What follows belongs to an exercise in optimizing a design on an open flow for a short achievable clock period; a production flow would make more cautious choices. The RTL was checked by simulation tests, not by an equivalence proof against the original design. The clock input has no modelled driver; a real chip could not lean on it and would need a root buffer or a full tree. Power and IR drop assume default switching activity.

## P
// fft_4
module fft_4(
        input               clk,
        input               rst_n,
        input wire signed [15:0]  x0_real,
        input wire signed [15:0]  x0_imag,
        input wire signed [15:0]  x1_real,
        input wire signed [15:0]  x1_imag,
        input wire signed [15:0]  x2_real,
        input wire signed [15:0]  x2_imag,
        input wire signed [15:0]  x3_real,
        input wire signed [15:0]  x3_imag,
        output reg signed [15:0]  X0_real,
        output reg signed [15:0]  X0_imag,
        output reg signed [15:0]  X1_real,
        output reg signed [15:0]  X1_imag,
        output reg signed [15:0]  X2_real,
        output reg signed [15:0]  X2_imag,
        output reg signed [15:0]  X3_real,
        output reg signed [15:0]  X3_imag
    );
reg [15:0] a0_real, a0_imag, a1_real, a1_imag, a2_real, a2_imag, a3_real, a3_imag;
reg [15:0] s0_real, s0_imag, s1_real, s1_imag, s2_real, s2_imag, s3_real, s3_imag;
wire [15:0] s0_real_d, s0_imag_d, s1_real_d, s1_imag_d, s2_real_d, s2_imag_d, s3_real_d, s3_imag_d, X0_real_d, X0_imag_d, X2_real_d, X2_imag_d, X1_real_d, X1_imag_d, X3_real_d, X3_imag_d;
wire n1, n3, n4, n6, n8, n9, n11, n13, n14, n16, n18, n19, n21, n23, n24, n26;
wire n28, n29, n31, n33, n34, n36, n38, n39, n41, n43, n44, n46, n48, n49, n51, n53;
wire n54, n56, n58, n59, n61, n63, n64, n66, n68, n69, n71, n73, n74, n76, n78, n79;
wire n81, n83, n85, n87, n89, n91, n93, n95, n97, n99, n101, n103, n105, n107, n109, n111;
wire n113, n115, n117, n119, n121, n123, n125, n127, n129, n131, n133, n135, n137, n139, n141, n143;
wire n145, n147, n149, n151, n153, n155, n157, n159, n161, n163, n165, n167, n169, n171, n173, n175;
wire n177, n179, n181, n183, n185, n187, n189, n191, n193, n195, n197, n199, n201, n203, n205, n207;
  ...
Size: about 260 I/O pins, about 24000 µm² of cells after synthesis.
==> flow/config.mk <==
export PLATFORM = sky130hd
export DESIGN_NAME = fft_4
export DESIGN_NICKNAME = fft_4
export VERILOG_FILES = /design/flow/design.v
export SDC_FILE = /design/flow/constraint.sdc
export NUM_CORES = 4
export LEC_CHECK = 0
export CAP_MARGIN = 20
export CORE_MARGIN = 2
export CORE_UTILIZATION = 40
export SETUP_SLACK_MARGIN = 2.0
export SLEW_MARGIN = 20
export SYNTH_HIERARCHICAL = 1
==> flow/constraint.sdc <==
create_clock -name core_clock -period 3.5 [get_ports {clk}]
set_input_delay 0.7000 -clock core_clock [delete_from_list [all_inputs] [get_ports {clk}]]
set_output_delay 0.7000 -clock core_clock [all_outputs]
set_load 0.01 [all_outputs]
standard.sh (not shown) runs the stock make flow with config.mk's settings and CLKGATE_MAP_FILE= SYNTH_SCRIPT=/design/flow/synth_recipe.tcl, a recipe that flattens the netlist after the stock synthesis.
==> flow/flow/run.sh <==
#!/bin/bash
# Own layout flow: the standard flow, except that output flip-flops are
# placed next to their output buffers and the clock tree is a hand-built
# two-level inverter tree (flow/clock_tree.tcl) instead of TritonCTS's.
set -euo pipefail
here=$PWD
export MY_CLK_LEAVES=${MY_CLK_LEAVES:-16}
export MY_CLK_TOP=${MY_CLK_TOP:-4}
export MY_CLK_TOP_CELL=${MY_CLK_TOP_CELL:-sky130_fd_sc_hd__clkinv_16}
export MY_CLK_LEAF_CELL=${MY_CLK_LEAF_CELL:-sky130_fd_sc_hd__clkinv_16}
bash standard.sh synth > log_synth.txt 2>&1
bash standard.sh PRE_DETAIL_PLACE_TCL=$here/flow/pre_dp.tcl place > log_place.txt 2>&1
# a copy of the ORFS scripts whose cts.tcl builds our own tree
rm -rf myscripts; cp -r $FLOW_HOME/scripts myscripts
sed -i "s#log_cmd clock_tree_synthesis {\*}\$cts_args#source $here/flow/clock_tree.tcl#" myscripts/cts.tcl
grep -q "flow/clock_tree.tcl" myscripts/cts.tcl
sed -n 's/^make -C \(.*\) "\${@:-finish}"$/\1/p' standard.sh > make_args.txt
eval "make -C $(cat make_args.txt) SCRIPTS_DIR=$here/myscripts do-4_1_cts do-4_cts" > log_cts.txt 2>&1
bash standard.sh > log_finish.txt 2>&1
==> flow/flow/clock_tree.tcl <==
# Two-level clock tree in place of clock_tree_synthesis. The clock port
# drives NTOP top cells, each of which drives its share of K leaf cells;
# each leaf drives a cluster of flip-flops. With inverters at both levels
# the flip-flops see the clock in its own polarity. Clusters are made by
# k-means with equal cluster sizes, so every flip-flop sees the same tree.
set K $::env(MY_CLK_LEAVES)
set NTOP $::env(MY_CLK_TOP)
set block [ord::get_db_block]
set db [ord::get_db]
set top_master [$db findMaster $::env(MY_CLK_TOP_CELL)]
set leaf_master [$db findMaster $::env(MY_CLK_LEAF_CELL)]
set clk_net [[$block findBTerm clk] getNet]

# balanced k-means: returns {assign cxs cys}
proc bal_kmeans {xs ys K} {
  set n [llength $xs]
  set cap [expr {($n + $K - 1) / $K}]
  set order [lsort -real -indices $xs]
  set cxs {}; set cys {}
  # initial centres: a grid over the bounding box
  set xmin [::tcl::mathfunc::min {*}$xs]; set xmax [::tcl::mathfunc::max {*}$xs]
  set ymin [::tcl::mathfunc::min {*}$ys]; set ymax [::tcl::mathfunc::max {*}$ys]
  set gx [expr {int(ceil(sqrt($K)))}]
  set gy [expr {int(ceil(double($K) / $gx))}]
  for {set k 0} {$k < $K} {incr k} {
    set ix [expr {$k % $gx}]; set iy [expr {$k / $gx}]
    lappend cxs [expr {$xmin + ($ix + 0.5) * ($xmax - $xmin) / $gx}]
    lappend cys [expr {$ymin + ($iy + 0.5) * ($ymax - $ymin) / $gy}]
  }
  set assign [lrepeat $n 0]
  for {set iter 0} {$iter < 30} {incr iter} {
    # order points by how much they lose if not given their nearest centre
    set keyed {}
    for {set i 0} {$i < $n} {incr i} {
      set x [lindex $xs $i]; set y [lindex $ys $i]
      set ds {}
      for {set k 0} {$k < $K} {incr k} {
        lappend ds [expr {abs($x - [lindex $cxs $k]) + abs($y - [lindex $cys $k])}]
      }
      set s [lsort -real $ds]
      lappend keyed [list $i [expr {[lindex $s end] - [lindex $s 0]}] $ds]
    }
    set used [lrepeat $K 0]
    foreach e [lsort -real -decreasing -index 1 $keyed] {
      lassign $e i regret ds
      set best -1; set bd 1e30
      for {set k 0} {$k < $K} {incr k} {
        if {[lindex $used $k] >= $cap} { continue }
        if {[lindex $ds $k] < $bd} { set bd [lindex $ds $k]; set best $k }
      }
      lset assign $i $best
      lset used $best [expr {[lindex $used $best] + 1}]
    }
    set sx [lrepeat $K 0.0]; set sy [lrepeat $K 0.0]; set sc [lrepeat $K 0]
    for {set i 0} {$i < $n} {incr i} {
      set k [lindex $assign $i]
      lset sx $k [expr {[lindex $sx $k] + [lindex $xs $i]}]
      lset sy $k [expr {[lindex $sy $k] + [lindex $ys $i]}]
      lset sc $k [expr {[lindex $sc $k] + 1}]
    }
    for {set k 0} {$k < $K} {incr k} {
      if {[lindex $sc $k] > 0} {
        lset cxs $k [expr {[lindex $sx $k] / [lindex $sc $k]}]
        lset cys $k [expr {[lindex $sy $k] / [lindex $sc $k]}]
      }
    }
  }
  puts "clock_tree: cluster sizes $sc"
  return [list $assign $cxs $cys]
}

proc add_buf {master name x y in_net out_name} {
  global block
  set b [odb::dbInst_create $block $master $name]
  $b setLocation [expr {int($x)}] [expr {int($y)}]
  $b setPlacementStatus PLACED
  set net [odb::dbNet_create $block $out_name]
  $net setSigType CLOCK
  foreach it [$b getITerms] {
    set mt [$it getMTerm]
    if {[$mt getName] eq "A"} { $it connect $in_net }
    if {[$mt getName] eq "X" || [$mt getName] eq "Y"} { $it connect $net }
  }
  return $net
}

set sinks {}
foreach it [$clk_net getITerms] { lappend sinks $it }
set n [llength $sinks]
set xs {}; set ys {}
foreach it $sinks {
  set bb [[$it getInst] getBBox]
  lappend xs [expr {([$bb xMin] + [$bb xMax]) / 2.0}]
  lappend ys [expr {([$bb yMin] + [$bb yMax]) / 2.0}]
}
lassign [bal_kmeans $xs $ys $K] assign cxs cys
lassign [bal_kmeans $cxs $cys $NTOP] tassign tcxs tcys

foreach it $sinks { $it disconnect }
set top_nets {}
for {set t 0} {$t < $NTOP} {incr t} {
  lappend top_nets [add_buf $top_master clktop_$t [lindex $tcxs $t] [lindex $tcys $t] $clk_net clknet_top_$t]
}
set leaf_nets {}
for {set k 0} {$k < $K} {incr k} {
  lappend leaf_nets [add_buf $leaf_master clkleaf_$k [lindex $cxs $k] [lindex $cys $k] \
    [lindex $top_nets [lindex $tassign $k]] clknet_leaf_$k]
}
for {set i 0} {$i < $n} {incr i} {
  [lindex $sinks $i] connect [lindex $leaf_nets [lindex $assign $i]]
}
$clk_net setSigType CLOCK
set_propagated_clock [all_clocks]
Other scripts of this flow, unchanged in this note and not shown: flow/flow/pre_dp.tcl
Changes in Q relative to P:
--- a/flow/flow/run.sh
+++ b/flow/flow/run.sh
@@ -2,11 +2,9 @@
 # Own layout flow: the standard flow, except that output flip-flops are
 # placed next to their output buffers and the clock tree is a hand-built
-# two-level inverter tree (flow/clock_tree.tcl) instead of TritonCTS's.
+# two-level tree (flow/clock_tree.tcl) instead of TritonCTS's.
 set -euo pipefail
 here=$PWD
 export MY_CLK_LEAVES=${MY_CLK_LEAVES:-16}
 export MY_CLK_TOP=${MY_CLK_TOP:-4}
-export MY_CLK_TOP_CELL=${MY_CLK_TOP_CELL:-sky130_fd_sc_hd__clkinv_16}
-export MY_CLK_LEAF_CELL=${MY_CLK_LEAF_CELL:-sky130_fd_sc_hd__clkinv_16}
 bash standard.sh synth > log_synth.txt 2>&1
 bash standard.sh PRE_DETAIL_PLACE_TCL=$here/flow/pre_dp.tcl place > log_place.txt 2>&1
--- a/flow/flow/clock_tree.tcl
+++ b/flow/flow/clock_tree.tcl
@@ -1,6 +1,5 @@
 # Two-level clock tree in place of clock_tree_synthesis. The clock port
-# drives NTOP top cells, each of which drives its share of K leaf cells;
-# each leaf drives a cluster of flip-flops. With inverters at both levels
-# the flip-flops see the clock in its own polarity. Clusters are made by
+# drives NTOP clkbuf_16s, each of which drives its share of K leaf
+# clkbuf_16s; each leaf drives a cluster of flip-flops. Clusters are made by
 # k-means with equal cluster sizes, so every flip-flop sees the same tree.
 set K $::env(MY_CLK_LEAVES)
@@ -8,6 +7,5 @@
 set block [ord::get_db_block]
 set db [ord::get_db]
-set top_master [$db findMaster $::env(MY_CLK_TOP_CELL)]
-set leaf_master [$db findMaster $::env(MY_CLK_LEAF_CELL)]
+set master [$db findMaster sky130_fd_sc_hd__clkbuf_16]
 set clk_net [[$block findBTerm clk] getNet]
 
@@ -70,6 +68,6 @@
 }
 
-proc add_buf {master name x y in_net out_name} {
-  global block
+proc add_buf {name x y in_net out_name} {
+  global block master
   set b [odb::dbInst_create $block $master $name]
   $b setLocation [expr {int($x)}] [expr {int($y)}]
@@ -80,5 +78,5 @@
     set mt [$it getMTerm]
     if {[$mt getName] eq "A"} { $it connect $in_net }
-    if {[$mt getName] eq "X" || [$mt getName] eq "Y"} { $it connect $net }
+    if {[$mt getName] eq "X"} { $it connect $net }
   }
   return $net
@@ -100,9 +98,9 @@
 set top_nets {}
 for {set t 0} {$t < $NTOP} {incr t} {
-  lappend top_nets [add_buf $top_master clktop_$t [lindex $tcxs $t] [lindex $tcys $t] $clk_net clknet_top_$t]
+  lappend top_nets [add_buf clktop_$t [lindex $tcxs $t] [lindex $tcys $t] $clk_net clknet_top_$t]
 }
 set leaf_nets {}
 for {set k 0} {$k < $K} {incr k} {
-  lappend leaf_nets [add_buf $leaf_master clkleaf_$k [lindex $cxs $k] [lindex $cys $k] \
+  lappend leaf_nets [add_buf clkleaf_$k [lindex $cxs $k] [lindex $cys $k] \
     [lindex $top_nets [lindex $tassign $k]] clknet_leaf_$k]
 }
### Flow results
Q finished every stage and its layout cleared the timing, DRC and antenna checks. Q: sequential portion of the cell area is 0.28 points lower than what P reported. Number of antenna violations at the first check in global routing was lower in the run labelled Q. Compared with P, Q degrades wire length of the first global-routing pass. Insertion delay to the later sink of the worst-skew pair in Q vs P: up 0.13 ns. On combinational share of power: between Q and P, it ends up lower for P. On Q: final period demand of the worst path is 0.016 ns lower than what P gave. Part of the total power dissipated in the clock network (Q over P): increase, 0.4 points. Going from P to Q, the proportion of layout cells with a drive suffix above 1 was found to have gone up by 0.41 points.
In every run of this note, the design's own scripts or RTL, not TritonCTS, make the clock network.

==> afterwards: timing with drivers on the ports <==
The results above use ideal ports. As a check the final layouts listed here were re-extracted and re-timed, cells and wires unchanged.
Step 1 (the two cells are an assumption about what drives the block):
set clk [get_ports {clk}]
set_driving_cell -lib_cell sky130_fd_sc_hd__clkbuf_16 $clk
set_driving_cell -lib_cell sky130_fd_sc_hd__buf_2 [delete_from_list [all_inputs] $clk]
Step 2 times the ports against the registers' clock, not the clock port: input delays grow and output delays shrink by t, the midpoint of the rising clock arrivals with the driver on.
Slacks: ideal / step 1 / step 2; pairs: ideal / step 1.
run | t (ns) | slack for setup (ns) | worst setup path after step 2
P | 0.474 | 1.815 / 1.794 / 1.815 | register to register
Q | 0.476 | 1.831 / 1.779 / 1.828 | input, reset recovery
After both steps setup and hold are still met in every run listed. The setup slack of Q, which loses most, moves by -0.052 ns with the drivers and by -0.003 ns with both steps. The worst setup slack also covers recovery checks on asynchronous resets.
